Context: an optimization exercise on an open-source flow, tuned for small area, a short achievable clock period and few clock cycles. The choices shown serve that exercise and are no tape-out recipe. In this exercise RTL edits were held to simulation tests only and were not proved equivalent to the original. No activity file was given, so power comes from the tool's default toggle rates.

==> flow/design.v <==
module cg_inv(input wire a, output wire y);
    assign y = ~a;
endmodule
module cg_xor2(input wire a, input wire b, output wire y);
    assign y = a ^ b;
endmodule
module cg_xnor2(input wire a, input wire b, output wire y);
    assign y = ~(a ^ b);
endmodule
module cg_and2(input wire a, input wire b, output wire y);
    assign y = a & b;
endmodule
module cg_nand2(input wire a, input wire b, output wire y);
    assign y = ~(a & b);
endmodule
module cg_nor2(input wire a, input wire b, output wire y);
    assign y = ~(a | b);
endmodule
module cg_nor2b(input wire a, input wire bn, output wire y);   
    assign y = ~(a | ~bn);
endmodule
module cg_a21oi(input wire a1, input wire a2, input wire b1, output wire y);
    assign y = ~((a1 & a2) | b1);
endmodule
module cg_o21ai(input wire a1, input wire a2, input wire b1, output wire y);
    assign y = ~((a1 | a2) & b1);
endmodule
module add32(
    input wire [31:0] a,
    input wire [31:0] b,
    input wire cin,
    output wire [31:0] sum,
    output wire cout,
    output wire [31:0] p,     
    output wire [31:0] g      
);
    cg_xor2 px0(.a(a[0]), .b(b[0]), .y(p[0]));
    cg_and2 gx0(.a(a[0]), .b(b[0]), .y(g[0]));
    cg_xor2 px1(.a(a[1]), .b(b[1]), .y(p[1]));
    cg_and2 gx1(.a(a[1]), .b(b[1]), .y(g[1]));
    cg_xor2 px2(.a(a[2]), .b(b[2]), .y(p[2]));
    cg_and2 gx2(.a(a[2]), .b(b[2]), .y(g[2]));
    cg_xor2 px3(.a(a[3]), .b(b[3]), .y(p[3]));
    cg_and2 gx3(.a(a[3]), .b(b[3]), .y(g[3]));
    cg_xor2 px4(.a(a[4]), .b(b[4]), .y(p[4]));
    cg_and2 gx4(.a(a[4]), .b(b[4]), .y(g[4]));
    cg_xor2 px5(.a(a[5]), .b(b[5]), .y(p[5]));
    cg_and2 gx5(.a(a[5]), .b(b[5]), .y(g[5]));
    cg_xor2 px6(.a(a[6]), .b(b[6]), .y(p[6]));
    cg_and2 gx6(.a(a[6]), .b(b[6]), .y(g[6]));
    cg_xor2 px7(.a(a[7]), .b(b[7]), .y(p[7]));
    cg_and2 gx7(.a(a[7]), .b(b[7]), .y(g[7]));
    cg_xor2 px8(.a(a[8]), .b(b[8]), .y(p[8]));
    cg_and2 gx8(.a(a[8]), .b(b[8]), .y(g[8]));
    cg_xor2 px9(.a(a[9]), .b(b[9]), .y(p[9]));
    cg_and2 gx9(.a(a[9]), .b(b[9]), .y(g[9]));
    cg_xor2 px10(.a(a[10]), .b(b[10]), .y(p[10]));
    cg_and2 gx10(.a(a[10]), .b(b[10]), .y(g[10]));
    cg_xor2 px11(.a(a[11]), .b(b[11]), .y(p[11]));
    cg_and2 gx11(.a(a[11]), .b(b[11]), .y(g[11]));
    cg_xor2 px12(.a(a[12]), .b(b[12]), .y(p[12]));
    cg_and2 gx12(.a(a[12]), .b(b[12]), .y(g[12]));
    cg_xor2 px13(.a(a[13]), .b(b[13]), .y(p[13]));
    cg_and2 gx13(.a(a[13]), .b(b[13]), .y(g[13]));
    cg_xor2 px14(.a(a[14]), .b(b[14]), .y(p[14]));
    cg_and2 gx14(.a(a[14]), .b(b[14]), .y(g[14]));
    cg_xor2 px15(.a(a[15]), .b(b[15]), .y(p[15]));
    cg_and2 gx15(.a(a[15]), .b(b[15]), .y(g[15]));
    cg_xor2 px16(.a(a[16]), .b(b[16]), .y(p[16]));
    cg_and2 gx16(.a(a[16]), .b(b[16]), .y(g[16]));
    cg_xor2 px17(.a(a[17]), .b(b[17]), .y(p[17]));
    cg_and2 gx17(.a(a[17]), .b(b[17]), .y(g[17]));
    cg_xor2 px18(.a(a[18]), .b(b[18]), .y(p[18]));
    cg_and2 gx18(.a(a[18]), .b(b[18]), .y(g[18]));
    cg_xor2 px19(.a(a[19]), .b(b[19]), .y(p[19]));
    cg_and2 gx19(.a(a[19]), .b(b[19]), .y(g[19]));
    cg_xor2 px20(.a(a[20]), .b(b[20]), .y(p[20]));
    cg_and2 gx20(.a(a[20]), .b(b[20]), .y(g[20]));
    cg_xor2 px21(.a(a[21]), .b(b[21]), .y(p[21]));
    cg_and2 gx21(.a(a[21]), .b(b[21]), .y(g[21]));
    cg_xor2 px22(.a(a[22]), .b(b[22]), .y(p[22]));
    cg_and2 gx22(.a(a[22]), .b(b[22]), .y(g[22]));
    cg_xor2 px23(.a(a[23]), .b(b[23]), .y(p[23]));
    cg_and2 gx23(.a(a[23]), .b(b[23]), .y(g[23]));
    cg_xor2 px24(.a(a[24]), .b(b[24]), .y(p[24]));
    cg_and2 gx24(.a(a[24]), .b(b[24]), .y(g[24]));
    cg_xor2 px25(.a(a[25]), .b(b[25]), .y(p[25]));
    cg_and2 gx25(.a(a[25]), .b(b[25]), .y(g[25]));
    cg_xor2 px26(.a(a[26]), .b(b[26]), .y(p[26]));
    cg_and2 gx26(.a(a[26]), .b(b[26]), .y(g[26]));
    cg_xor2 px27(.a(a[27]), .b(b[27]), .y(p[27]));
    cg_and2 gx27(.a(a[27]), .b(b[27]), .y(g[27]));
    cg_xor2 px28(.a(a[28]), .b(b[28]), .y(p[28]));
    cg_and2 gx28(.a(a[28]), .b(b[28]), .y(g[28]));
    cg_xor2 px29(.a(a[29]), .b(b[29]), .y(p[29]));
    cg_and2 gx29(.a(a[29]), .b(b[29]), .y(g[29]));
    cg_xor2 px30(.a(a[30]), .b(b[30]), .y(p[30]));
    cg_and2 gx30(.a(a[30]), .b(b[30]), .y(g[30]));
    cg_xor2 px31(.a(a[31]), .b(b[31]), .y(p[31]));
    cg_and2 gx31(.a(a[31]), .b(b[31]), .y(g[31]));
    wire n1;
    cg_a21oi u1(.a1(p[0]), .a2(cin), .b1(g[0]), .y(n1));
    wire n2;
    cg_a21oi u2(.a1(p[1]), .a2(g[0]), .b1(g[1]), .y(n2));
    wire n3;
    cg_nand2 u3(.a(p[1]), .b(p[0]), .y(n3));
    wire n4;
    cg_a21oi u4(.a1(p[2]), .a2(g[1]), .b1(g[2]), .y(n4));
    wire n5;
    cg_nand2 u5(.a(p[2]), .b(p[1]), .y(n5));
    wire n6;
    cg_a21oi u6(.a1(p[3]), .a2(g[2]), .b1(g[3]), .y(n6));
    wire n7;
    cg_nand2 u7(.a(p[3]), .b(p[2]), .y(n7));
    wire n8;
    cg_a21oi u8(.a1(p[4]), .a2(g[3]), .b1(g[4]), .y(n8));
    wire n9;
    cg_nand2 u9(.a(p[4]), .b(p[3]), .y(n9));
    wire n10;
    cg_a21oi u10(.a1(p[5]), .a2(g[4]), .b1(g[5]), .y(n10));
    wire n11;
    cg_nand2 u11(.a(p[5]), .b(p[4]), .y(n11));
    wire n12;
    cg_a21oi u12(.a1(p[6]), .a2(g[5]), .b1(g[6]), .y(n12));
    wire n13;
    cg_nand2 u13(.a(p[6]), .b(p[5]), .y(n13));
    wire n14;
    cg_a21oi u14(.a1(p[7]), .a2(g[6]), .b1(g[7]), .y(n14));
    wire n15;
    cg_nand2 u15(.a(p[7]), .b(p[6]), .y(n15));
    wire n16;
    cg_a21oi u16(.a1(p[8]), .a2(g[7]), .b1(g[8]), .y(n16));
    wire n17;
    cg_nand2 u17(.a(p[8]), .b(p[7]), .y(n17));
    wire n18;
    cg_a21oi u18(.a1(p[9]), .a2(g[8]), .b1(g[9]), .y(n18));
    wire n19;
    cg_nand2 u19(.a(p[9]), .b(p[8]), .y(n19));
    wire n20;
    cg_a21oi u20(.a1(p[10]), .a2(g[9]), .b1(g[10]), .y(n20));
    wire n21;
    cg_nand2 u21(.a(p[10]), .b(p[9]), .y(n21));
    wire n22;
    cg_a21oi u22(.a1(p[11]), .a2(g[10]), .b1(g[11]), .y(n22));
    wire n23;
    cg_nand2 u23(.a(p[11]), .b(p[10]), .y(n23));
    wire n24;
    cg_a21oi u24(.a1(p[12]), .a2(g[11]), .b1(g[12]), .y(n24));
    wire n25;
    cg_nand2 u25(.a(p[12]), .b(p[11]), .y(n25));
    wire n26;
    cg_a21oi u26(.a1(p[13]), .a2(g[12]), .b1(g[13]), .y(n26));
    wire n27;
    cg_nand2 u27(.a(p[13]), .b(p[12]), .y(n27));
    wire n28;
    cg_a21oi u28(.a1(p[14]), .a2(g[13]), .b1(g[14]), .y(n28));
    wire n29;
    cg_nand2 u29(.a(p[14]), .b(p[13]), .y(n29));
    wire n30;
    cg_a21oi u30(.a1(p[15]), .a2(g[14]), .b1(g[15]), .y(n30));
    wire n31;
    cg_nand2 u31(.a(p[15]), .b(p[14]), .y(n31));
    wire n32;
    cg_a21oi u32(.a1(p[16]), .a2(g[15]), .b1(g[16]), .y(n32));
    wire n33;
    cg_nand2 u33(.a(p[16]), .b(p[15]), .y(n33));
    wire n34;
    cg_a21oi u34(.a1(p[17]), .a2(g[16]), .b1(g[17]), .y(n34));
    wire n35;
    cg_nand2 u35(.a(p[17]), .b(p[16]), .y(n35));
    wire n36;
    cg_a21oi u36(.a1(p[18]), .a2(g[17]), .b1(g[18]), .y(n36));
    wire n37;
    cg_nand2 u37(.a(p[18]), .b(p[17]), .y(n37));
    wire n38;
    cg_a21oi u38(.a1(p[19]), .a2(g[18]), .b1(g[19]), .y(n38));
    wire n39;
    cg_nand2 u39(.a(p[19]), .b(p[18]), .y(n39));
    wire n40;
    cg_a21oi u40(.a1(p[20]), .a2(g[19]), .b1(g[20]), .y(n40));
    wire n41;
    cg_nand2 u41(.a(p[20]), .b(p[19]), .y(n41));
    wire n42;
    cg_a21oi u42(.a1(p[21]), .a2(g[20]), .b1(g[21]), .y(n42));
    wire n43;
    cg_nand2 u43(.a(p[21]), .b(p[20]), .y(n43));
    wire n44;
    cg_a21oi u44(.a1(p[22]), .a2(g[21]), .b1(g[22]), .y(n44));
    wire n45;
    cg_nand2 u45(.a(p[22]), .b(p[21]), .y(n45));
    wire n46;
    cg_a21oi u46(.a1(p[23]), .a2(g[22]), .b1(g[23]), .y(n46));
    wire n47;
    cg_nand2 u47(.a(p[23]), .b(p[22]), .y(n47));
    wire n48;
    cg_a21oi u48(.a1(p[24]), .a2(g[23]), .b1(g[24]), .y(n48));
    wire n49;
    cg_nand2 u49(.a(p[24]), .b(p[23]), .y(n49));
    wire n50;
    cg_a21oi u50(.a1(p[25]), .a2(g[24]), .b1(g[25]), .y(n50));
    wire n51;
    cg_nand2 u51(.a(p[25]), .b(p[24]), .y(n51));
    wire n52;
    cg_a21oi u52(.a1(p[26]), .a2(g[25]), .b1(g[26]), .y(n52));
    wire n53;
    cg_nand2 u53(.a(p[26]), .b(p[25]), .y(n53));
    wire n54;
    cg_a21oi u54(.a1(p[27]), .a2(g[26]), .b1(g[27]), .y(n54));
    wire n55;
    cg_nand2 u55(.a(p[27]), .b(p[26]), .y(n55));
    wire n56;
    cg_a21oi u56(.a1(p[28]), .a2(g[27]), .b1(g[28]), .y(n56));
    wire n57;
    cg_nand2 u57(.a(p[28]), .b(p[27]), .y(n57));
    wire n58;
    cg_a21oi u58(.a1(p[29]), .a2(g[28]), .b1(g[29]), .y(n58));
    wire n59;
    cg_nand2 u59(.a(p[29]), .b(p[28]), .y(n59));
    wire n60;
    cg_a21oi u60(.a1(p[30]), .a2(g[29]), .b1(g[30]), .y(n60));
    wire n61;
    cg_nand2 u61(.a(p[30]), .b(p[29]), .y(n61));
    wire n62;
    cg_a21oi u62(.a1(p[31]), .a2(g[30]), .b1(g[31]), .y(n62));
    wire n63;
    cg_nand2 u63(.a(p[31]), .b(p[30]), .y(n63));
    wire n64;
    cg_inv u64(.a(cin), .y(n64));
    wire n65;
    cg_o21ai u65(.a1(n3), .a2(n64), .b1(n2), .y(n65));
    wire n66;
    cg_o21ai u66(.a1(n5), .a2(n1), .b1(n4), .y(n66));
    wire n67;
    cg_o21ai u67(.a1(n7), .a2(n2), .b1(n6), .y(n67));
    wire n68;
    cg_nor2 u68(.a(n7), .b(n3), .y(n68));
    wire n69;
    cg_o21ai u69(.a1(n9), .a2(n4), .b1(n8), .y(n69));
    wire n70;
    cg_nor2 u70(.a(n9), .b(n5), .y(n70));
    wire n71;
    cg_o21ai u71(.a1(n11), .a2(n6), .b1(n10), .y(n71));
    wire n72;
    cg_nor2 u72(.a(n11), .b(n7), .y(n72));
    wire n73;
    cg_o21ai u73(.a1(n13), .a2(n8), .b1(n12), .y(n73));
    wire n74;
    cg_nor2 u74(.a(n13), .b(n9), .y(n74));
    wire n75;
    cg_o21ai u75(.a1(n15), .a2(n10), .b1(n14), .y(n75));
    wire n76;
    cg_nor2 u76(.a(n15), .b(n11), .y(n76));
    wire n77;
    cg_o21ai u77(.a1(n17), .a2(n12), .b1(n16), .y(n77));
    wire n78;
    cg_nor2 u78(.a(n17), .b(n13), .y(n78));
    wire n79;
    cg_o21ai u79(.a1(n19), .a2(n14), .b1(n18), .y(n79));
    wire n80;
    cg_nor2 u80(.a(n19), .b(n15), .y(n80));
    wire n81;
    cg_o21ai u81(.a1(n21), .a2(n16), .b1(n20), .y(n81));
    wire n82;
    cg_nor2 u82(.a(n21), .b(n17), .y(n82));
    wire n83;
    cg_o21ai u83(.a1(n23), .a2(n18), .b1(n22), .y(n83));
    wire n84;
    cg_nor2 u84(.a(n23), .b(n19), .y(n84));
    wire n85;
    cg_o21ai u85(.a1(n25), .a2(n20), .b1(n24), .y(n85));
    wire n86;
    cg_nor2 u86(.a(n25), .b(n21), .y(n86));
    wire n87;
    cg_o21ai u87(.a1(n27), .a2(n22), .b1(n26), .y(n87));
    wire n88;
    cg_nor2 u88(.a(n27), .b(n23), .y(n88));
    wire n89;
    cg_o21ai u89(.a1(n29), .a2(n24), .b1(n28), .y(n89));
    wire n90;
    cg_nor2 u90(.a(n29), .b(n25), .y(n90));
    wire n91;
    cg_o21ai u91(.a1(n31), .a2(n26), .b1(n30), .y(n91));
    wire n92;
    cg_nor2 u92(.a(n31), .b(n27), .y(n92));
    wire n93;
    cg_o21ai u93(.a1(n33), .a2(n28), .b1(n32), .y(n93));
    wire n94;
    cg_nor2 u94(.a(n33), .b(n29), .y(n94));
    wire n95;
    cg_o21ai u95(.a1(n35), .a2(n30), .b1(n34), .y(n95));
    wire n96;
    cg_nor2 u96(.a(n35), .b(n31), .y(n96));
    wire n97;
    cg_o21ai u97(.a1(n37), .a2(n32), .b1(n36), .y(n97));
    wire n98;
    cg_nor2 u98(.a(n37), .b(n33), .y(n98));
    wire n99;
    cg_o21ai u99(.a1(n39), .a2(n34), .b1(n38), .y(n99));
    wire n100;
    cg_nor2 u100(.a(n39), .b(n35), .y(n100));
    wire n101;
    cg_o21ai u101(.a1(n41), .a2(n36), .b1(n40), .y(n101));
    wire n102;
    cg_nor2 u102(.a(n41), .b(n37), .y(n102));
    wire n103;
    cg_o21ai u103(.a1(n43), .a2(n38), .b1(n42), .y(n103));
    wire n104;
    cg_nor2 u104(.a(n43), .b(n39), .y(n104));
    wire n105;
    cg_o21ai u105(.a1(n45), .a2(n40), .b1(n44), .y(n105));
    wire n106;
    cg_nor2 u106(.a(n45), .b(n41), .y(n106));
    wire n107;
    cg_o21ai u107(.a1(n47), .a2(n42), .b1(n46), .y(n107));
    wire n108;
    cg_nor2 u108(.a(n47), .b(n43), .y(n108));
    wire n109;
    cg_o21ai u109(.a1(n49), .a2(n44), .b1(n48), .y(n109));
    wire n110;
    cg_nor2 u110(.a(n49), .b(n45), .y(n110));
    wire n111;
    cg_o21ai u111(.a1(n51), .a2(n46), .b1(n50), .y(n111));
    wire n112;
    cg_nor2 u112(.a(n51), .b(n47), .y(n112));
    wire n113;
    cg_o21ai u113(.a1(n53), .a2(n48), .b1(n52), .y(n113));
    wire n114;
    cg_nor2 u114(.a(n53), .b(n49), .y(n114));
    wire n115;
    cg_o21ai u115(.a1(n55), .a2(n50), .b1(n54), .y(n115));
    wire n116;
    cg_nor2 u116(.a(n55), .b(n51), .y(n116));
    wire n117;
    cg_o21ai u117(.a1(n57), .a2(n52), .b1(n56), .y(n117));
    wire n118;
    cg_nor2 u118(.a(n57), .b(n53), .y(n118));
    wire n119;
    cg_o21ai u119(.a1(n59), .a2(n54), .b1(n58), .y(n119));
    wire n120;
    cg_nor2 u120(.a(n59), .b(n55), .y(n120));
    wire n121;
    cg_o21ai u121(.a1(n61), .a2(n56), .b1(n60), .y(n121));
    wire n122;
    cg_nor2 u122(.a(n61), .b(n57), .y(n122));
    wire n123;
    cg_o21ai u123(.a1(n63), .a2(n58), .b1(n62), .y(n123));
    wire n124;
    cg_nor2 u124(.a(n63), .b(n59), .y(n124));
    wire n125;
    cg_a21oi u125(.a1(n68), .a2(cin), .b1(n67), .y(n125));
    wire n126;
    cg_inv u126(.a(n1), .y(n126));
    wire n127;
    cg_a21oi u127(.a1(n70), .a2(n126), .b1(n69), .y(n127));
    wire n128;
    cg_a21oi u128(.a1(n72), .a2(n65), .b1(n71), .y(n128));
    wire n129;
    cg_a21oi u129(.a1(n74), .a2(n66), .b1(n73), .y(n129));
    wire n130;
    cg_a21oi u130(.a1(n76), .a2(n67), .b1(n75), .y(n130));
    wire n131;
    cg_nand2 u131(.a(n76), .b(n68), .y(n131));
    wire n132;
    cg_a21oi u132(.a1(n78), .a2(n69), .b1(n77), .y(n132));
    wire n133;
    cg_nand2 u133(.a(n78), .b(n70), .y(n133));
    wire n134;
    cg_a21oi u134(.a1(n80), .a2(n71), .b1(n79), .y(n134));
    wire n135;
    cg_nand2 u135(.a(n80), .b(n72), .y(n135));
    wire n136;
    cg_a21oi u136(.a1(n82), .a2(n73), .b1(n81), .y(n136));
    wire n137;
    cg_nand2 u137(.a(n82), .b(n74), .y(n137));
    wire n138;
    cg_a21oi u138(.a1(n84), .a2(n75), .b1(n83), .y(n138));
    wire n139;
    cg_nand2 u139(.a(n84), .b(n76), .y(n139));
    wire n140;
    cg_a21oi u140(.a1(n86), .a2(n77), .b1(n85), .y(n140));
    wire n141;
    cg_nand2 u141(.a(n86), .b(n78), .y(n141));
    wire n142;
    cg_a21oi u142(.a1(n88), .a2(n79), .b1(n87), .y(n142));
    wire n143;
    cg_nand2 u143(.a(n88), .b(n80), .y(n143));
    wire n144;
    cg_a21oi u144(.a1(n90), .a2(n81), .b1(n89), .y(n144));
    wire n145;
    cg_nand2 u145(.a(n90), .b(n82), .y(n145));
    wire n146;
    cg_a21oi u146(.a1(n92), .a2(n83), .b1(n91), .y(n146));
    wire n147;
    cg_nand2 u147(.a(n92), .b(n84), .y(n147));
    wire n148;
    cg_a21oi u148(.a1(n94), .a2(n85), .b1(n93), .y(n148));
    wire n149;
    cg_nand2 u149(.a(n94), .b(n86), .y(n149));
    wire n150;
    cg_a21oi u150(.a1(n96), .a2(n87), .b1(n95), .y(n150));
    wire n151;
    cg_nand2 u151(.a(n96), .b(n88), .y(n151));
    wire n152;
    cg_a21oi u152(.a1(n98), .a2(n89), .b1(n97), .y(n152));
    wire n153;
    cg_nand2 u153(.a(n98), .b(n90), .y(n153));
    wire n154;
    cg_a21oi u154(.a1(n100), .a2(n91), .b1(n99), .y(n154));
    wire n155;
    cg_nand2 u155(.a(n100), .b(n92), .y(n155));
    wire n156;
    cg_a21oi u156(.a1(n102), .a2(n93), .b1(n101), .y(n156));
    wire n157;
    cg_nand2 u157(.a(n102), .b(n94), .y(n157));
    wire n158;
    cg_a21oi u158(.a1(n104), .a2(n95), .b1(n103), .y(n158));
    wire n159;
    cg_nand2 u159(.a(n104), .b(n96), .y(n159));
    wire n160;
    cg_a21oi u160(.a1(n106), .a2(n97), .b1(n105), .y(n160));
    wire n161;
    cg_nand2 u161(.a(n106), .b(n98), .y(n161));
    wire n162;
    cg_a21oi u162(.a1(n108), .a2(n99), .b1(n107), .y(n162));
    wire n163;
    cg_nand2 u163(.a(n108), .b(n100), .y(n163));
    wire n164;
    cg_a21oi u164(.a1(n110), .a2(n101), .b1(n109), .y(n164));
    wire n165;
    cg_nand2 u165(.a(n110), .b(n102), .y(n165));
    wire n166;
    cg_a21oi u166(.a1(n112), .a2(n103), .b1(n111), .y(n166));
    wire n167;
    cg_nand2 u167(.a(n112), .b(n104), .y(n167));
    wire n168;
    cg_a21oi u168(.a1(n114), .a2(n105), .b1(n113), .y(n168));
    wire n169;
    cg_nand2 u169(.a(n114), .b(n106), .y(n169));
    wire n170;
    cg_a21oi u170(.a1(n116), .a2(n107), .b1(n115), .y(n170));
    wire n171;
    cg_nand2 u171(.a(n116), .b(n108), .y(n171));
    wire n172;
    cg_a21oi u172(.a1(n118), .a2(n109), .b1(n117), .y(n172));
    wire n173;
    cg_nand2 u173(.a(n118), .b(n110), .y(n173));
    wire n174;
    cg_a21oi u174(.a1(n120), .a2(n111), .b1(n119), .y(n174));
    wire n175;
    cg_nand2 u175(.a(n120), .b(n112), .y(n175));
    wire n176;
    cg_a21oi u176(.a1(n122), .a2(n113), .b1(n121), .y(n176));
    wire n177;
    cg_nand2 u177(.a(n122), .b(n114), .y(n177));
    wire n178;
    cg_a21oi u178(.a1(n124), .a2(n115), .b1(n123), .y(n178));
    wire n179;
    cg_nand2 u179(.a(n124), .b(n116), .y(n179));
    wire n180;
    cg_o21ai u180(.a1(n131), .a2(n64), .b1(n130), .y(n180));
    wire n181;
    cg_o21ai u181(.a1(n133), .a2(n1), .b1(n132), .y(n181));
    wire n182;
    cg_inv u182(.a(n65), .y(n182));
    wire n183;
    cg_o21ai u183(.a1(n135), .a2(n182), .b1(n134), .y(n183));
    wire n184;
    cg_inv u184(.a(n66), .y(n184));
    wire n185;
    cg_o21ai u185(.a1(n137), .a2(n184), .b1(n136), .y(n185));
    wire n186;
    cg_o21ai u186(.a1(n139), .a2(n125), .b1(n138), .y(n186));
    wire n187;
    cg_o21ai u187(.a1(n141), .a2(n127), .b1(n140), .y(n187));
    wire n188;
    cg_o21ai u188(.a1(n143), .a2(n128), .b1(n142), .y(n188));
    wire n189;
    cg_o21ai u189(.a1(n145), .a2(n129), .b1(n144), .y(n189));
    wire n190;
    cg_o21ai u190(.a1(n147), .a2(n130), .b1(n146), .y(n190));
    wire n191;
    cg_nor2 u191(.a(n147), .b(n131), .y(n191));
    wire n192;
    cg_o21ai u192(.a1(n149), .a2(n132), .b1(n148), .y(n192));
    wire n193;
    cg_nor2 u193(.a(n149), .b(n133), .y(n193));
    wire n194;
    cg_o21ai u194(.a1(n151), .a2(n134), .b1(n150), .y(n194));
    wire n195;
    cg_nor2 u195(.a(n151), .b(n135), .y(n195));
    wire n196;
    cg_o21ai u196(.a1(n153), .a2(n136), .b1(n152), .y(n196));
    wire n197;
    cg_nor2 u197(.a(n153), .b(n137), .y(n197));
    wire n198;
    cg_o21ai u198(.a1(n155), .a2(n138), .b1(n154), .y(n198));
    wire n199;
    cg_nor2 u199(.a(n155), .b(n139), .y(n199));
    wire n200;
    cg_o21ai u200(.a1(n157), .a2(n140), .b1(n156), .y(n200));
    wire n201;
    cg_nor2 u201(.a(n157), .b(n141), .y(n201));
    wire n202;
    cg_o21ai u202(.a1(n159), .a2(n142), .b1(n158), .y(n202));
    wire n203;
    cg_nor2 u203(.a(n159), .b(n143), .y(n203));
    wire n204;
    cg_o21ai u204(.a1(n161), .a2(n144), .b1(n160), .y(n204));
    wire n205;
    cg_nor2 u205(.a(n161), .b(n145), .y(n205));
    wire n206;
    cg_o21ai u206(.a1(n163), .a2(n146), .b1(n162), .y(n206));
    wire n207;
    cg_nor2 u207(.a(n163), .b(n147), .y(n207));
    wire n208;
    cg_o21ai u208(.a1(n165), .a2(n148), .b1(n164), .y(n208));
    wire n209;
    cg_nor2 u209(.a(n165), .b(n149), .y(n209));
    wire n210;
    cg_o21ai u210(.a1(n167), .a2(n150), .b1(n166), .y(n210));
    wire n211;
    cg_nor2 u211(.a(n167), .b(n151), .y(n211));
    wire n212;
    cg_o21ai u212(.a1(n169), .a2(n152), .b1(n168), .y(n212));
    wire n213;
    cg_nor2 u213(.a(n169), .b(n153), .y(n213));
    wire n214;
    cg_o21ai u214(.a1(n171), .a2(n154), .b1(n170), .y(n214));
    wire n215;
    cg_nor2 u215(.a(n171), .b(n155), .y(n215));
    wire n216;
    cg_o21ai u216(.a1(n173), .a2(n156), .b1(n172), .y(n216));
    wire n217;
    cg_nor2 u217(.a(n173), .b(n157), .y(n217));
    wire n218;
    cg_o21ai u218(.a1(n175), .a2(n158), .b1(n174), .y(n218));
    wire n219;
    cg_nor2 u219(.a(n175), .b(n159), .y(n219));
    wire n220;
    cg_o21ai u220(.a1(n177), .a2(n160), .b1(n176), .y(n220));
    wire n221;
    cg_nor2 u221(.a(n177), .b(n161), .y(n221));
    wire n222;
    cg_o21ai u222(.a1(n179), .a2(n162), .b1(n178), .y(n222));
    wire n223;
    cg_nor2 u223(.a(n179), .b(n163), .y(n223));
    wire n224;
    cg_a21oi u224(.a1(n191), .a2(cin), .b1(n190), .y(n224));
    wire n225;
    cg_a21oi u225(.a1(n193), .a2(n126), .b1(n192), .y(n225));
    wire n226;
    cg_a21oi u226(.a1(n195), .a2(n65), .b1(n194), .y(n226));
    wire n227;
    cg_a21oi u227(.a1(n197), .a2(n66), .b1(n196), .y(n227));
    wire n228;
    cg_inv u228(.a(n125), .y(n228));
    wire n229;
    cg_a21oi u229(.a1(n199), .a2(n228), .b1(n198), .y(n229));
    wire n230;
    cg_inv u230(.a(n127), .y(n230));
    wire n231;
    cg_a21oi u231(.a1(n201), .a2(n230), .b1(n200), .y(n231));
    wire n232;
    cg_inv u232(.a(n128), .y(n232));
    wire n233;
    cg_a21oi u233(.a1(n203), .a2(n232), .b1(n202), .y(n233));
    wire n234;
    cg_inv u234(.a(n129), .y(n234));
    wire n235;
    cg_a21oi u235(.a1(n205), .a2(n234), .b1(n204), .y(n235));
    wire n236;
    cg_a21oi u236(.a1(n207), .a2(n180), .b1(n206), .y(n236));
    wire n237;
    cg_a21oi u237(.a1(n209), .a2(n181), .b1(n208), .y(n237));
    wire n238;
    cg_a21oi u238(.a1(n211), .a2(n183), .b1(n210), .y(n238));
    wire n239;
    cg_a21oi u239(.a1(n213), .a2(n185), .b1(n212), .y(n239));
    wire n240;
    cg_a21oi u240(.a1(n215), .a2(n186), .b1(n214), .y(n240));
    wire n241;
    cg_a21oi u241(.a1(n217), .a2(n187), .b1(n216), .y(n241));
    wire n242;
    cg_a21oi u242(.a1(n219), .a2(n188), .b1(n218), .y(n242));
    wire n243;
    cg_a21oi u243(.a1(n221), .a2(n189), .b1(n220), .y(n243));
    wire n244;
    cg_a21oi u244(.a1(n223), .a2(n190), .b1(n222), .y(n244));
    wire n245;
    cg_nand2 u245(.a(n223), .b(n191), .y(n245));
    wire n246;
    cg_o21ai u246(.a1(n245), .a2(n64), .b1(n244), .y(n246));
    cg_xor2 sx0(.a(p[0]), .b(cin), .y(sum[0]));
    cg_xnor2 sx1(.a(p[1]), .b(n1), .y(sum[1]));
    cg_xor2 sx2(.a(p[2]), .b(n65), .y(sum[2]));
    cg_xor2 sx3(.a(p[3]), .b(n66), .y(sum[3]));
    cg_xnor2 sx4(.a(p[4]), .b(n125), .y(sum[4]));
    cg_xnor2 sx5(.a(p[5]), .b(n127), .y(sum[5]));
    cg_xnor2 sx6(.a(p[6]), .b(n128), .y(sum[6]));
    cg_xnor2 sx7(.a(p[7]), .b(n129), .y(sum[7]));
    cg_xor2 sx8(.a(p[8]), .b(n180), .y(sum[8]));
    cg_xor2 sx9(.a(p[9]), .b(n181), .y(sum[9]));
    cg_xor2 sx10(.a(p[10]), .b(n183), .y(sum[10]));
    cg_xor2 sx11(.a(p[11]), .b(n185), .y(sum[11]));
    cg_xor2 sx12(.a(p[12]), .b(n186), .y(sum[12]));
    cg_xor2 sx13(.a(p[13]), .b(n187), .y(sum[13]));
    cg_xor2 sx14(.a(p[14]), .b(n188), .y(sum[14]));
    cg_xor2 sx15(.a(p[15]), .b(n189), .y(sum[15]));
    cg_xnor2 sx16(.a(p[16]), .b(n224), .y(sum[16]));
    cg_xnor2 sx17(.a(p[17]), .b(n225), .y(sum[17]));
    cg_xnor2 sx18(.a(p[18]), .b(n226), .y(sum[18]));
    cg_xnor2 sx19(.a(p[19]), .b(n227), .y(sum[19]));
    cg_xnor2 sx20(.a(p[20]), .b(n229), .y(sum[20]));
    cg_xnor2 sx21(.a(p[21]), .b(n231), .y(sum[21]));
    cg_xnor2 sx22(.a(p[22]), .b(n233), .y(sum[22]));
    cg_xnor2 sx23(.a(p[23]), .b(n235), .y(sum[23]));
    cg_xnor2 sx24(.a(p[24]), .b(n236), .y(sum[24]));
    cg_xnor2 sx25(.a(p[25]), .b(n237), .y(sum[25]));
    cg_xnor2 sx26(.a(p[26]), .b(n238), .y(sum[26]));
    cg_xnor2 sx27(.a(p[27]), .b(n239), .y(sum[27]));
    cg_xnor2 sx28(.a(p[28]), .b(n240), .y(sum[28]));
    cg_xnor2 sx29(.a(p[29]), .b(n241), .y(sum[29]));
    cg_xnor2 sx30(.a(p[30]), .b(n242), .y(sum[30]));
    cg_xnor2 sx31(.a(p[31]), .b(n243), .y(sum[31]));
    assign cout = n246;
endmodule
module sh_mux2i(input wire s, input wire a1, input wire a0, output wire y);
    assign y = ~(s ? a1 : a0);
endmodule
module sh_right32(
    input wire [31:0] a,
    input wire left,
    input wire fill,         
    input wire [4:0] amt,
    output wire [31:0] y
);
    wire [31:0] st [0:5];
    genvar i, k;
    generate
        for (i = 0; i < 32; i = i + 1) begin : in_
            sh_mux2i m(.s(left), .a1(a[31 - i]), .a0(a[i]), .y(st[0][i]));
        end
        for (k = 0; k < 5; k = k + 1) begin : stage
            wire f = (k % 2 == 0) ? ~fill : fill;
            for (i = 0; i < 32; i = i + 1) begin : b_
                if (i + (1 << k) < 32) begin : m
                    sh_mux2i m(.s(amt[k]), .a1(st[k][i + (1 << k)]), .a0(st[k][i]), .y(st[k+1][i]));
                end else begin : e
                    sh_mux2i m(.s(amt[k]), .a1(f), .a0(st[k][i]), .y(st[k+1][i]));
                end
            end
        end
    endgenerate
    assign y = st[5];
endmodule
module ex_alu(
    input wire [(32-1):0] a,
    input wire [(32-1):0] b,
    input wire sub,           
    input wire arith,         
    input wire left,          
    output wire [(32-1):0] sum,
    output wire [(32-1):0] x,      
    output wire [(32-1):0] n,      
    output wire [(32-1):0] shl,
    output wire [(32-1):0] shr,
    output wire lt_s,         
    output wire lt_u          
);
    wire cout;
    add32 add(.a(a), .b(b), .cin(sub), .sum(sum), .cout(cout), .p(x), .g(n));
    assign lt_u = ~cout;
    assign lt_s = (a[31] ^ b[31]) ? sum[31] : a[31];
    wire [31:0] sh_out;
    sh_right32 sh(.a(a), .left(left), .fill(arith & ~left & a[31]), .amt(b[4:0]), .y(sh_out));
    reg [31:0] sh_rev;
    integer i;
    always @(*) begin
        for (i = 0; i < 32; i = i + 1) sh_rev[i] = sh_out[31 - i];
    end
    assign shl = sh_rev;
    assign shr = sh_out;
endmodule
module br_group(input wire [3:0] a, input wire [3:0] b, output wire lt, output wire eq);
    assign eq = (a == b);
    assign lt = (a < b);
endmodule
module br_pre(
    input wire [(32-1):0] a,
    input wire [(32-1):0] b,
    output wire [7:0] lt,      
    output wire [7:0] eq,      
    output wire lt7s           
);
    genvar k;
    generate for (k = 0; k < 8; k = k + 1) begin : g
        br_group u(.a(a[4*k+3:4*k]), .b(b[4*k+3:4*k]), .lt(lt[k]), .eq(eq[k]));
    end endgenerate
    br_group us(.a({~a[31], a[30:28]}), .b({~b[31], b[30:28]}), .lt(lt7s), .eq());
endmodule
module br_merge(
    input wire [7:0] lt,
    input wire [7:0] eq,
    input wire lt7s,
    output wire eq_all,
    output wire lt_u,
    output wire lt_s
);
    wire l10 = lt[1] | (eq[1] & lt[0]);
    wire e10 = eq[1] & eq[0];
    wire l32 = lt[3] | (eq[3] & lt[2]);
    wire e32 = eq[3] & eq[2];
    wire l54 = lt[5] | (eq[5] & lt[4]);
    wire e54 = eq[5] & eq[4];
    wire l30 = l32 | (e32 & l10);
    wire e30 = e32 & e10;
    wire l64 = lt[6] | (eq[6] & l54);
    wire e64 = eq[6] & e54;
    wire l60 = l64 | (e64 & l30);
    wire e60 = e64 & e30;
    assign eq_all = eq[7] & e60;
    assign lt_u = lt[7] | (eq[7] & l60);
    assign lt_s = lt7s | (eq[7] & l60);
endmodule
module rf_aoi222(input wire a1, a2, b1, b2, c1, c2, output wire y);
    assign y = ~((a1 & a2) | (b1 & b2) | (c1 & c2));
endmodule
module rf_nand2(input wire a, b, output wire y);
    assign y = ~(a & b);
endmodule
module rf_or11n(input wire [10:0] a, output wire y);
    assign y = ~&a;
endmodule
module rf_wmux(input wire s, sn, a, b, output wire y);
    assign y = (s & a) | (sn & b);
endmodule
module rf_read #(parameter W = 16) (input wire [4:0] addr, input wire [W*31-1:0] q, output wire [W-1:0] y);
    wire [31:1] sel;
    genvar b, g, i;
    generate for (i = 1; i < 32; i = i + 1) begin : dec
        assign sel[i] = (addr == i);
    end endgenerate
    generate for (b = 0; b < W; b = b + 1) begin : bit_
        wire [10:0] t;
        for (g = 0; g < 10; g = g + 1) begin : grp
            rf_aoi222 u(.a1(sel[3*g+1]), .a2(q[W*(3*g+0) + b]),
                        .b1(sel[3*g+2]), .b2(q[W*(3*g+1) + b]),
                        .c1(sel[3*g+3]), .c2(q[W*(3*g+2) + b]),
                        .y(t[g]));
        end
        rf_nand2 u31(.a(sel[31]), .b(q[W*30 + b]), .y(t[10]));
        rf_or11n o(.a(t), .y(y[b]));
    end endgenerate
endmodule
module registers(
    input wire clk,
    input wire [4:0] rs1_addr,
    input wire [4:0] rs2_addr,
    input wire [4:0] rd_addr,
    input wire [(32-1):0] rd_data,
    input wire rd_en,
    output wire [(32-1):0] rs1_out,
    output wire [(32-1):0] rs2_out
);
    reg [32*31-1:0] q;      
    wire [32*31-1:0] d;
    wire [31:1] we;
    wire [16*31-1:0] q_lo, q_hi;
    genvar i, b;
    generate for (i = 1; i < 32; i = i + 1) begin : reg_
        assign q_lo[16*(i-1) +: 16] = q[32*(i-1) +: 16];
        assign q_hi[16*(i-1) +: 16] = q[32*(i-1) + 16 +: 16];
        assign we[i] = rd_en & (rd_addr == i);
        for (b = 0; b < 32; b = b + 1) begin : bit_
            rf_wmux m(.s(we[i]), .sn(~we[i]), .a(rd_data[b]), .b(q[32*(i-1) + b]), .y(d[32*(i-1) + b]));
        end
    end endgenerate
    always @(posedge clk)
        q <= d;
    rf_read p1l(.addr(rs1_addr), .q(q_lo), .y(rs1_out[15:0]));
    rf_read p1h(.addr(rs1_addr), .q(q_hi), .y(rs1_out[31:16]));
    rf_read p2l(.addr(rs2_addr), .q(q_lo), .y(rs2_out[15:0]));
    rf_read p2h(.addr(rs2_addr), .q(q_hi), .y(rs2_out[31:16]));
endmodule
module inst_fetch #(parameter W = 8) (
    input wire jump,           
    input wire c_beq, c_bne, c_blt, c_bge, c_bltu, c_bgeu,   
    input wire eq, lt_s, lt_u,
    input wire [W-1:0] target,
    input wire [W-1:0] seq,
    output wire [W-1:0] pc
);
    wire taken = jump |
                 (eq ? c_beq : c_bne) |
                 (lt_s ? c_blt : c_bge) |
                 (lt_u ? c_bltu : c_bgeu);
    assign pc = taken ? target : seq;
endmodule
module cpu_pipeline(
    input wire clk,
    input wire rst_n,
    output wire ibus_req,
    output wire [(32-1):0] ibus_addr,
    input wire [(32-1):0] ibus_rdata,
    input wire ibus_ready,
    output wire dbus_req,
    output wire dbus_we,
    output wire [(32-1):0] dbus_addr,
    output wire [(32-1):0] dbus_wdata,
    output wire [1:0] dbus_size,
    input wire [(32-1):0] dbus_rdata,
    input wire dbus_ready
);
    reg ex_valid;
    reg [31:0] ex_rs1;
    reg [31:0] ex_b;     
    reg ex_sub;
    reg [31:0] ex_imm;
    reg [4:0] ex_rd;
    reg [2:0] ex_f3;
    reg ex_f7;           
    reg ex_wr;           
    reg ex_lui, ex_auipc, ex_jal, ex_jalr, ex_br, ex_ld, ex_st, ex_opimm, ex_op;
    reg [7:0] ex_clt, ex_ceq;   
    reg ex_clt7s;
    reg ex_base_pc;      
    reg ex_base_rs;      
    reg [31:2] fetch_q;
    wire [31:2] seq_pc = fetch_q + {29'd0, ex_valid};
    wire [31:0] wb_data;
    wire [31:2] fetch_pc;
    wire ex_mem = ex_ld | ex_st;
    wire replay = ex_valid & ex_mem & ~dbus_ready;
    wire accept = ibus_ready & ~replay;
    assign ibus_addr = {fetch_pc, 2'b00};
    assign ibus_req = ~replay;
    always @(posedge clk or negedge rst_n) begin
        if (!rst_n)
            fetch_q <= 30'd0;
        else if (!replay)
            fetch_q <= fetch_pc;
    end
    wire [31:0] inst = ibus_rdata;
    wire [6:0] opc = inst[6:0];
    wire d_lui   = (opc == 7'b0110111);
    wire d_auipc = (opc == 7'b0010111);
    wire d_jal   = (opc == 7'b1101111);
    wire d_jalr  = (opc == 7'b1100111);
    wire d_br    = (opc == 7'b1100011);
    wire d_ld    = (opc == 7'b0000011);
    wire d_st    = (opc == 7'b0100011);
    wire d_opimm = (opc == 7'b0010011);
    wire d_op    = (opc == 7'b0110011);
    wire d_wr = (d_lui | d_auipc | d_jal | d_jalr | d_ld | d_opimm | d_op) & (inst[11:7] != 5'd0);
    wire d_sub = ((d_op | d_opimm) & (inst[14:13] == 2'b01)) |
                 (d_op & inst[30] & (inst[14:12] == 3'b000));
    wire [31:0] imm_i = {{20{inst[31]}}, inst[31:20]};
    wire [31:0] imm_s = {{20{inst[31]}}, inst[31:25], inst[11:7]};
    wire [31:0] imm_b = {{19{inst[31]}}, inst[31], inst[7], inst[30:25], inst[11:8], 1'b0};
    wire [31:0] imm_j = {{11{inst[31]}}, inst[31], inst[19:12], inst[20], inst[30:21], 1'b0};
    wire [31:0] imm_u = {inst[31:12], 12'd0};
    wire [31:0] imm = d_st ? imm_s :
                      d_br ? imm_b :
                      d_jal ? imm_j :
                      (d_lui | d_auipc) ? imm_u : imm_i;
    wire [4:0] rs1 = inst[19:15];
    wire [4:0] rs2 = inst[24:20];
    wire [31:0] rf_rs1, rf_rs2;
    wire wb_en = ex_valid & ex_wr;
    registers registers(
        .clk(clk),
        .rs1_addr(rs1),
        .rs2_addr(rs2),
        .rd_addr(ex_rd),
        .rd_data(wb_data),
        .rd_en(wb_en & ~replay),
        .rs1_out(rf_rs1),
        .rs2_out(rf_rs2)
    );
    wire fwd1 = wb_en & (ex_rd == rs1);
    wire fwd2 = wb_en & (ex_rd == rs2);
    wire [31:0] rs1v = fwd1 ? wb_data : rf_rs1;
    wire [31:0] rs2v = fwd2 ? wb_data : rf_rs2;
    wire [7:0] d_clt, d_ceq;
    wire d_clt7s;
    br_pre br_pre(.a(rs1v), .b(rs2v), .lt(d_clt), .eq(d_ceq), .lt7s(d_clt7s));
    always @(posedge clk or negedge rst_n) begin
        if (!rst_n)
            ex_valid <= 1'b0;
        else
            ex_valid <= accept;
    end
    always @(posedge clk) begin
        ex_rs1 <= rs1v;
        ex_b <= {32{d_sub}} ^ (d_opimm ? imm_i : rs2v);
        ex_sub <= d_sub;
        ex_imm <= imm;
        ex_rd <= inst[11:7];
        ex_f3 <= inst[14:12];
        ex_f7 <= inst[30];
        ex_wr <= d_wr;
        ex_lui <= d_lui;
        ex_auipc <= d_auipc;
        ex_jal <= d_jal;
        ex_jalr <= d_jalr;
        ex_br <= d_br;
        ex_ld <= d_ld;
        ex_st <= d_st;
        ex_opimm <= d_opimm;
        ex_op <= d_op;
        ex_clt <= d_clt;
        ex_ceq <= d_ceq;
        ex_clt7s <= d_clt7s;
        ex_base_pc <= d_br | d_jal | d_auipc;
        ex_base_rs <= d_ld | d_st | d_jalr;
    end
    wire [31:0] sum, x, n, shl, shr;
    wire alu_lts, alu_ltu;
    ex_alu alu(
        .a(ex_rs1),
        .b(ex_b),
        .sub(ex_sub),
        .arith(ex_f7),
        .left(ex_f3 == 3'b001),
        .sum(sum),
        .x(x),
        .n(n),
        .shl(shl),
        .shr(shr),
        .lt_s(alu_lts),
        .lt_u(alu_ltu)
    );
    wire [31:0] base = ({32{ex_base_pc}} & {fetch_q, 2'b00}) | ({32{ex_base_rs}} & ex_rs1);
    wire [31:0] agu;
    add32 agu_add(.a(base), .b(ex_imm), .cin(1'b0), .sum(agu), .cout(), .p(), .g());
    wire eq, lt_u, lt_s;
    br_merge br_merge(
        .lt(ex_clt),
        .eq(ex_ceq),
        .lt7s(ex_clt7s),
        .eq_all(eq),
        .lt_u(lt_u),
        .lt_s(lt_s)
    );
    wire exb = ex_valid & ex_br;
    wire c_beq  = exb & (ex_f3 == 3'b000);
    wire c_bne  = exb & (ex_f3 == 3'b001);
    wire c_blt  = exb & (ex_f3 == 3'b100);
    wire c_bge  = exb & (ex_f3 == 3'b101);
    wire c_bltu = exb & (ex_f3 == 3'b110);
    wire c_bgeu = exb & (ex_f3 == 3'b111);
    wire jump = ex_valid & (ex_jal | ex_jalr);
    genvar gs;
    generate for (gs = 0; gs < 4; gs = gs + 1) begin : fsel
        localparam integer LO = 2 + 8 * gs;
        localparam integer W = (gs == 3) ? 6 : 8;
        inst_fetch #(.W(W)) f(
            .jump(jump),
            .c_beq(c_beq), .c_bne(c_bne), .c_blt(c_blt), .c_bge(c_bge),
            .c_bltu(c_bltu), .c_bgeu(c_bgeu),
            .eq(eq), .lt_s(lt_s), .lt_u(lt_u),
            .target(agu[LO+W-1:LO]),
            .seq(seq_pc[LO+W-1:LO]),
            .pc(fetch_pc[LO+W-1:LO])
        );
    end endgenerate
    wire [31:0] ld_data;
    assign ld_data[7:0] = dbus_rdata[7:0];
    assign ld_data[15:8] = (ex_f3 == 3'b000) ? {8{dbus_rdata[7]}} : dbus_rdata[15:8];
    assign ld_data[31:16] = (ex_f3 == 3'b000) ? {16{dbus_rdata[7]}} :
                            (ex_f3 == 3'b001) ? {16{dbus_rdata[15]}} : dbus_rdata[31:16];
    wire ex_alu_op = ex_opimm | ex_op;
    wire s_sum  = ex_alu_op & (ex_f3 == 3'b000);
    wire s_sll  = ex_alu_op & (ex_f3 == 3'b001);
    wire s_slt  = ex_alu_op & (ex_f3 == 3'b010);
    wire s_sltu = ex_alu_op & (ex_f3 == 3'b011);
    wire s_sr   = ex_alu_op & (ex_f3 == 3'b101);
    wire s_x    = ex_alu_op & ((ex_f3 == 3'b100) | (ex_f3 == 3'b110));   
    wire s_n    = ex_alu_op & ((ex_f3 == 3'b110) | (ex_f3 == 3'b111));   
    wire s_link = ex_jal | ex_jalr;
    assign wb_data = ({32{s_sum}} & sum) |
                     ({32{s_sll}} & shl) |
                     ({32{s_sr}} & shr) |
                     ({32{s_x}} & x) |
                     ({32{s_n}} & n) |
                     {31'd0, (s_slt & alu_lts) | (s_sltu & alu_ltu)} |
                     ({32{ex_ld}} & ld_data) |
                     ({32{s_link}} & {seq_pc, 2'b00}) |
                     ({32{ex_lui}} & ex_imm) |
                     ({32{ex_auipc}} & agu);
    assign dbus_req = ex_valid & ex_mem;
    assign dbus_we = ex_st;
    assign dbus_addr = agu;
    assign dbus_wdata = ex_b;
    assign dbus_size = {~ex_f3[1] & ex_f3[0], ~ex_f3[1] & ~ex_f3[0]};
endmodule
==> flow/flow/run.sh <==
#!/bin/bash
# Layout flow: the standard flow (standard.sh), with every input and
# output port buffered by buf_2 cells instead of the buffer cell that
# buffer_ports picks by default. Its full output goes to standard.log.
set -e
export BUFFER_PORTS_ARGS="-buffer_cell sky130_fd_sc_hd__buf_2"
bash standard.sh > standard.log 2>&1
==> flow/standard.sh <==
#!/bin/bash
# synth_recipe.tcl (not shown) runs the flow's synth.tcl, then flattens the netlist and writes it again
# the make line also repeats each setting of config.mk as NAME=value (left out here)
make -C /OpenROAD-flow-scripts/flow DESIGN_CONFIG=/design/flow/config.mk WORK_HOME=/design/flow/orfs CLKGATE_MAP_FILE= SYNTH_SCRIPT=/design/flow/synth_recipe.tcl "${@:-finish}"
==> flow/config.mk <==
export PLATFORM = sky130hd
export DESIGN_NAME = cpu_pipeline
export DESIGN_NICKNAME = cpu_pipeline
export VERILOG_FILES = /design/flow/design.v
export SDC_FILE = /design/flow/constraint.sdc
export NUM_CORES = 8
export LEC_CHECK = 0
export CAP_MARGIN = 30
export CORE_MARGIN = 2
export CORE_UTILIZATION = 40
export CTS_CLUSTER_DIAMETER = 130
export CTS_CLUSTER_SIZE = 24
export SETUP_SLACK_MARGIN = 3.0
export SLEW_MARGIN = 20
export SYNTH_HIERARCHICAL = 1
export SYNTH_MINIMUM_KEEP_SIZE = 0
==> flow/constraint.sdc <==
create_clock -name core_clock -period 8.0 [get_ports {clk}]
set_input_delay 1.6000 -clock core_clock [delete_from_list [all_inputs] [get_ports {clk}]]
set_output_delay 1.6000 -clock core_clock [all_outputs]
set_load 0.01 [all_outputs]
==> results.py <==
metrics = {
    "logic_synthesis": {
        "syn_avg_cell_area_um2": 10.40,
        "syn_area_um2": 55470,
        "syn_inst": 5335,
        "yosysWarnings": 10,
    },
    "clocking": {
        "clk_path_buf_depth": 3,
        "cts.sinks": 1158,
        "cts-htree-levels": 2,
        "insertion_delay_ps": 720,
        "cts_tree": "built",
        "numCtsBuffers": 55,
        "clk_pin_slew_ps": 100,
        "root_buffer": "clkbuf_16",
    },
    "sta": {
        "rsz0062_at_grt": "true",
        "finalHoldViolCount": 0,
        "fin_crit_sh": 0.6265,
        "slew_viol_final": 0,
        "finClkSkew_ps": 38.32,
        "tightestPinTransition_ps": 1174,
        "maxSlewHeadroom": 0.2173,
        "setup_viol": 0,
        "finalSetupTns_ps": 0,
        "fin_crit_ps": 5012,
        "max_freq_mhz": 199.5,
    },
    "grt": {
        "grt_pass1_wl_um": 385400,
        "grt_max_degree": 46,
        "grt_use_total": 0.3688,
        "antenna_found_initial": 32,
        "grt_pass1_vias": 50930,
        "grt_overflow_total": 0,
    },
    "layout": {
        "layout.nets": 5807,
        "drive_above_1_share": 0.1931,
        "area_delta_synth_final_pct": 13.93,
        "layoutNonFillerInstCount": 7511,
        "fin_util": 0.4597,
        "fillCellCount": 12890,
        "design_area_um2": 63200,
    },
    "floorplanning": {
        "die_area_um2": 141700,
        "fp.dieH_um": 376.4,
        "core_area_um2": 137500,
        "start_util": 0.4035,
        "die_w_um": 376.4,
        "rows": 136,
        "ios": 169,
    },
    "place": {
        "post_dp_cell_area_um2": 60050,
        "place_inst": 7383,
        "io_buffers": 166,
        "finalWeightedCongestion": 1.097,
        "place_hpwl_um": 188400,
    },
    "hold_path": {
        "hold_start": "registers.q[530]",
        "hold_path_depth": 1,
        "hold_class": "flop to flop",
    },
    "drt": {
        "vias": 56110,
        "routedWlPerCell_um": 36.78,
        "wl_um": 276300,
        "drc": 0,
        "first_iter_violations": 13270,
        "avgViaCountPerCell": 7.470,
        "firstDrtPassIters": 13,
        "drtAntennaViolNets": 0,
    },
    "setup_path": {
        "critPathKind": "flop to output port",
        "critPathArrivalTime_ps": 3410,
        "reg2reg_from": "ex_f3[1]",
        "required_ps": 6400,
        "cp-startpoint": "ex_base_pc",
        "cp-end-kind": "output port",
        "start_kind": "flop",
        "reg2reg_depth": 17,
        "path_max_fanout": 9,
    },
    "run_status": {
        "status": "finished clean",
    },
    "job": {
        "max-cap-violations": 0,
    },
    "power": {
        "max-vdd-ir-drop_mv": 0.1486,
        "powerDensity_nw_per_um2": 167.2,
        "p_leak_nw": 23.36,
    },
}
## worst max-delay path, stage by stage (launching register included)
cell     delay, ps
dfxtp_4        370
buf_4          170
a22o_1         280
xor2_2         200
buf_4          180
a21oi_4        170
o21ai_1        140
a21oi_2        220
o21ai_4        130
a21oi_2        250
xnor2_2        150
mux2_4         300
buf_2          140
## worst paths after layout
kind	slack, ps	to
worst max register to register	3050	ex_b[8]
worst min register to register	500	registers.q[530]
min in group asynchronous	980	fetch_q[4]
max in group asynchronous	6410	ex_valid
worst min-delay path	500	registers.q[530]
worst max-delay path	2990	ibus_addr[30]
## routing by layer
metal / wire length [um] / GRT usage
met3: 37350 / 0.1039
met1: 104700 / 0.4835
met2: 116800 / 0.5548
met5: 172 / 0
met4: 17310 / 0.1815
## power by group
part	switching, mW	internal, mW
Clock	1.99	1.31
Sequential	0.219	5.88
Combinational	0.754	0.412
## final cells by class
| class | count | area (um2) | share of cell area |
|---|---|---|---|
| Multi-Input combinational cell | 3945 | 32450 | 0.5134 |
| Sequential cell | 1158 | 23400 | 0.3703 |
| Timing Repair Buffer | 440 | 3193 | 0.05052 |
| Tap cell | 1794 | 2245 | 0.03552 |
| Clock buffer | 60 | 1459 | 0.02308 |
| Inverter | 100 | 379.1 | 0.005999 |
| Clock inverter | 3 | 43.79 | 0.0006929 |
| Antenna cell | 10 | 25.02 | 0.0003959 |
| Timing Repair inverter | 1 | 5.005 | 0.00007919 |
## cell usage in the layout, fill, tap and decap left out, drive strengths merged, types with 8 or more instances in the layout
cell / n
dfxtp: 1127
a22o: 1030
a222oi: 668
buf: 440
nor2: 308
nand2: 271
mux2i: 211
a21oi: 210
nand4: 154
o21ai: 144
nand3: 120
mux2: 105
xor2: 104
inv: 100
xnor2: 91
and2: 78
or3: 73
clkbuf: 60
ha: 38
dfrtp: 31
a21o: 30
and3: 26
nor3: 26
nand3b: 22
a22oi: 20
nand2b: 19
a211oi: 16
nor4: 14
o21a: 13
or3b: 12
and4: 12
diode: 10
nor2b: 10
or2: 10
o211ai: 9
o2111ai: 9
a221oi: 8
## flip-flops by register name (all words and copies together), names as in the netlist, 3 cells and up
signal / cells
registers.q: 992
ex_b: 32
ex_imm: 32
ex_rs1: 32
fetch_q: 30
ex_ceq: 8
ex_clt: 8
ex_rd: 5
ex_f3: 3
## stage by stage
| step | worst slack [ps] | power (mW) | hold slack (ps) |
|---|---|---|---|
| 2_1_floorplan | 2930 | 6.762 | 459.9 |
| 3_3_place_gp | 1749 | 7.246 | 472.2 |
| 3_5_place_dp | 2074 | 7.257 | 476.7 |
| 4_1_cts | 3000 | 10.47 | 504.7 |
| 5_1_grt | 2947 | 10.81 | 515.4 |
| 6_report | 2988 | 10.57 | 503.5 |
## what timing repair did
action | CTS | global route
hold endpoints to repair | 0 | 0
resized for setup | 124 | 104
setup endpoints to repair | 263 | 107
hold buffers | 0 | 0
buffers inserted | 13 | 25
pin swaps | 15 | 21
cloned | 4 | 1
Testbench counts, summed over its fixed seeds: cycles 77,558.

-- separate check: timing with driven ports --
In the flow no input, the clock included, has a driving cell. The finished layout below was timed again as built, in two steps.
Step 1: set_driving_cell puts a clkbuf_16 on clk and a buf_2 on each other input, an assumption about the parent block.
Step 2 moves the port delays by t, midway between the first and last clock arrival at a register: inputs arrive t later, outputs are due t later. That takes back most of the time a late clock gives input paths.
Slacks: ideal / step 1 / step 2; pairs: ideal / step 1.
t, ns: 0.780
setup WS [ns]: 2.988 / 2.916 / 2.300
clock arrival spread, ns: 0.045 / 0.045
After both steps setup and hold are still met in this run. The setup slack of this run moves by -0.072 ns with the drivers and by -0.688 ns with both steps.
